What follows belongs to an exercise in optimizing a design on an open flow for small area and a short achievable clock period; a production flow would make more cautious choices. Function was checked by simulation only, so behaviour that the tests miss may differ from the original.

Design ff_mult32appx, start of the top module:
module ff_mult32appx(clk, aa, bb, yy1, yy2);
  input clk;
  input [31:0] aa;
  input [31:0] bb;
  output [63:0] yy1, yy2;
  wire [33:0] bx = {1'b0, bb, 1'b0};
  wire [16:0] e1_d, e2_d, en_d;
  genvar j;
  generate for (j = 0; j < 16; j = j + 1) begin : g_enc
    wire hi = bx[2*j+2], mi = bx[2*j+1], lo = bx[2*j];
    assign e1_d[j] = mi ^ lo;
    assign e2_d[j] = (hi & ~mi & ~lo) | (~hi & mi & lo);
    assign en_d[j] = hi;
  end endgenerate
  assign e1_d[16] = bb[31];
  assign e2_d[16] = 1'b0;
  assign en_d[16] = 1'b0;
  wire [102:0] cs_d;
  mult32_low u_low (.aa(aa), .e1_d(e1_d[7:0]), .e2_d(e2_d[7:0]), .en_d(en_d), .cs(cs_d));
  reg [31:0] a1;
  reg [16:8] e1, e2, en;
  reg [102:0] cs;
  reg za, zb, b1one;
  always @(posedge clk) begin
    a1 <= aa;
    e1 <= e1_d[16:8];
    e2 <= e2_d[16:8];
    en <= en_d[16:8];
    cs <= cs_d;
    za <= ~|aa;
    zb <= ~|bb;
    b1one <= (bb == 32'd1);
  end
  wire [63:0] s0_d;
  wire [63:0] pp_d;
  wire [15:0] bg_d;
  wire [15:0] bp_d;
  mult32_tree u_tree (.a1(a1), .e1(e1), .e2(e2), .en(en), .cs(cs), .s0(s0_d), .pp(pp_d), .bg(bg_d), .bp(bp_d));
  wire [63:0] y1_d;
  signed_Mult32_3_Y21_final_4 u_appx (.a(a1), .zero(za | zb), .one(b1one), .y(y1_d));
  reg  [63:0] s0;
  reg  [63:0] pp;
  reg  [15:0] bg;
  reg  [15:0] bp;
  reg [63:0] yy1;
  always @(posedge clk) begin
    s0 <= s0_d;
    pp <= pp_d;
    bg <= bg_d;
    bp <= bp_d;
    yy1 <= y1_d;
  end
  mult32exact u_add (.s0(s0), .pp(pp), .bg(bg), .bp(bp), .y(yy2));
endmodule
Size: ~4600 cells after synthesis, ~320 flip-flops, roughly 38000 sq um of cells after synthesis.
Settings: LEC_CHECK=0, CAP_MARGIN=20, CORE_MARGIN=2, CORE_UTILIZATION=40, SETUP_SLACK_MARGIN=4.0, SLEW_MARGIN=20; clock period 8.0 ns.
run.sh (not shown) runs the stock make flow with config.mk's settings and CLKGATE_MAP_FILE= SYNTH_SCRIPT=/design/flow/synth_recipe.tcl, a recipe that flattens the netlist after the stock synthesis.
The baseline completed without violations.
==> next run, changes <==
CORE_UTILIZATION = 50   (was 40)
TNS_END_PERCENT = 2   (was default)
Result:
- first-iteration DRC count decreases by 21%
- count of clock-buffer cells in the layout increases by 1
- hold slack degrades by 0.0042 ns
- cell area decreases by 13%
- non-clock buffer count decreases by 215
- global-route usage increases by 3.0 points
- setup slack degrades by 0.14 ns
- via count decreases by 7.0%


== v55 ==
Another version of the RTL of ff_mult32appx (not shown whole).
For scale: roughly 390 flip-flops, roughly 190 I/O pins, roughly 34,000 um^2 of cells after synthesis.
==> flow/design.v (excerpt) <==
module ff_mult32appx(clk, aa, bb, yy1, yy2);
  input clk;
  input [31:0] aa;
  input [31:0] bb;
  output [63:0] yy1, yy2;
  wire [33:0] bx = {1'b0, bb, 1'b0};
  wire [16:0] e1_d, e2_d, en_d;
  genvar j;
  generate for (j = 0; j < 16; j = j + 1) begin : g_enc
    wire hi = bx[2*j+2], mi = bx[2*j+1], lo = bx[2*j];
    wire one = mi ^ lo, both = mi & lo;
    assign e1_d[j] = one;
    assign e2_d[j] = hi ? ~(one | both) : both;
    assign en_d[j] = hi;
  end endgenerate
  assign e1_d[16] = bb[31];
  assign e2_d[16] = 1'b0;
  assign en_d[16] = 1'b0;
  wire [208:0] cs_d;
  mult32_low u_low (.aa(aa), .bb(bb), .e1_d(e1_d[11:0]), .e2_d(e2_d[11:0]), .en_d(en_d), .cs(cs_d));
  reg [31:0] a1;
  reg [16:12] e1, e2, en;
  reg [208:0] cs;
  reg za, zb, b1one;
  always @(posedge clk) begin
    a1 <= aa;
    e1 <= e1_d[16:12];
    e2 <= e2_d[16:12];
    en <= en_d[16:12];
    cs <= cs_d;
    za <= ~|aa;
    zb <= ~|bb;
    b1one <= (bb == 32'd1);
  end
  wire [23:0] ylo_d;
  wire cl_d;
  wire [39:0] s0_d;
  wire [39:0] pp_d;
  wire [5:0] bg_d;
  wire [5:0] bp_d;
  mult32_tree u_tree (.a1(a1), .e1(e1), .e2(e2), .en(en), .cs(cs), .ylo(ylo_d), .cl(cl_d), .s0(s0_d), .pp(pp_d), .bg(bg_d), .bp(bp_d));
  wire [63:0] y1_d;
  signed_Mult32_3_Y21_final_4 u_appx (.a(a1), .zero(za | zb), .one(b1one), .y(y1_d));
  reg  [23:0] ylo;
  reg  cl;
  reg  [39:0] s0;
  reg  [39:0] pp;
  reg  [5:0] bg;
  reg  [5:0] bp;
  reg [63:0] yy1;
  always @(posedge clk) begin
    ylo <= ylo_d;
    cl <= cl_d;
    s0 <= s0_d;
    pp <= pp_d;
    bg <= bg_d;
    bp <= bp_d;
    yy1 <= y1_d;
  end
  mult32exact u_add (.ylo(ylo), .cl(cl), .s0(s0), .pp(pp), .bg(bg), .bp(bp), .y(yy2));
endmodule
clock: 8.0 ns
lec_check: 0
cap_margin: 20
core_margin: 2
core_utilization: 40
setup_slack_margin: 4.0
slew_margin: 20
tns_end_percent: 10
standard.sh (not shown) runs the stock make flow with config.mk's settings and CLKGATE_MAP_FILE= SYNTH_SCRIPT=/design/flow/synth_recipe.tcl, a recipe that flattens the netlist after the stock synthesis.
==> flow/flow/run.sh <==
#!/bin/bash
# The standard layout (the standard.sh, unchanged synthesis and steps),
# with one change: the buffer on every input and output port is a
# sky130_fd_sc_hd__buf_4 instead of the buffer OpenROAD picks by default,
# which on this platform is a slow delay buffer (clkdlybuf4s50_1).
# All of standard.sh's output goes to standard.log here; ORFS keeps each
# step's full log under orfs/logs/.
set -euo pipefail
export BUFFER_PORTS_ARGS="-buffer_cell sky130_fd_sc_hd__buf_4"
bash standard.sh > standard.log 2>&1
### v55 -> v58
==> flow/run.sh (new file) <==
#!/bin/bash
# synth_recipe.tcl (not shown) runs the flow's synth.tcl, then flattens the netlist and writes it again
# the make line also repeats each setting of config.mk as NAME=value (left out here)
make -C /OpenROAD-flow-scripts/flow DESIGN_CONFIG=/design/flow/config.mk WORK_HOME=/design/flow/orfs CLKGATE_MAP_FILE= SYNTH_SCRIPT=/design/flow/synth_recipe.tcl finish
removed: flow/flow/run.sh
removed: flow/standard.sh
[summary]
- The final layout from v58, which completed every stage, passed the timing, design-rule and antenna checks at the end of the flow.
- Cmp v58 vs v55: via count higher in v58
- Going from v55 to v58, minimum setup slack after placement went up by 0.056 ns; critical path depth went down by 8; per-cell routed wire length went up by 3.6%.
#### Input delta (v16 over v58)
- swapping 40 for 45 in CORE_UTILIZATION
==> flow/flow/run.sh (new file) <==
#!/bin/bash
# The standard layout (the standard.sh, unchanged synthesis and steps),
# with one change: the buffer on every input and output port is a
# sky130_fd_sc_hd__buf_4 instead of the buffer OpenROAD picks by default,
# which on this platform is a slow delay buffer (clkdlybuf4s50_1).
# All of standard.sh's output goes to standard.log here; ORFS keeps each
# step's full log under orfs/logs/.
set -euo pipefail
export BUFFER_PORTS_ARGS="-buffer_cell sky130_fd_sc_hd__buf_4"
bash standard.sh > standard.log 2>&1
==> flow/standard.sh (new file) <==
#!/bin/bash
# synth_recipe.tcl (not shown) runs the flow's synth.tcl, then flattens the netlist and writes it again
# the make line also repeats each setting of config.mk as NAME=value (left out here)
make -C /OpenROAD-flow-scripts/flow DESIGN_CONFIG=/design/flow/config.mk WORK_HOME=/design/flow/orfs CLKGATE_MAP_FILE= SYNTH_SCRIPT=/design/flow/synth_recipe.tcl "${@:-finish}"
removed: flow/run.sh
==> summary.txt <==
v16 vs. v58: final period demand of the worst path went up 0.14 ns; detailed-route via count went down 0.72%; slack of the worst reg-to-reg path went down 0.12 ns; met2 routed wirelength went down 2000 um.
Relative to v58, hold slack has decreased by 0.013 ns in v16.
The cell row count in v16 is 0.943 times that in v58.
Final area in v16 vs v58: down about 4%

-- afterwards: timing with drivers on the ports --
In the flow no input, the clock included, has a driving cell. The finished layouts below were timed again as built, in two steps. Step 1 (the two cells are an assumption about what drives the block):
set clk [get_ports {clk}]
set_driving_cell -lib_cell sky130_fd_sc_hd__clkbuf_16 $clk
set_driving_cell -lib_cell sky130_fd_sc_hd__buf_2 [delete_from_list [all_inputs] $clk]
Step 2, shift: input delay + t, output delay - t, t = (earliest + latest rising clock arrival at the registers) / 2. This alone moves slack from input paths to output paths. Slacks: ideal / step 1 / step 2; pairs: ideal / step 1.
run | t (ns) | setup WS [ns] | worst hold slack (ns) | worst setup path after step 2
the first run of note 1 | 0.679 | 3.681 / 3.547 / 2.868 | 0.463 / 0.463 / 0.463 | input to register
the second run of note 1 | 0.657 | 3.546 / 3.538 / 2.895 | 0.459 / 0.459 / 0.459 | input to register
v55 | 0.668 | 3.814 / 3.810 / 3.142 | 0.456 / 0.456 / 0.456 | input to register
v58 | 0.669 | 3.807 / 3.834 / 3.179 | 0.458 / 0.458 / 0.458 | input to register
v16 | 0.667 | 3.666 / 3.668 / 3.001 | 0.446 / 0.446 / 0.446 | input to register
After both steps setup and hold are still met in every run listed. For the first run of note 1, which loses most, drivers alone change the setup slack by -0.134 ns; drivers and shift together by -0.813 ns.
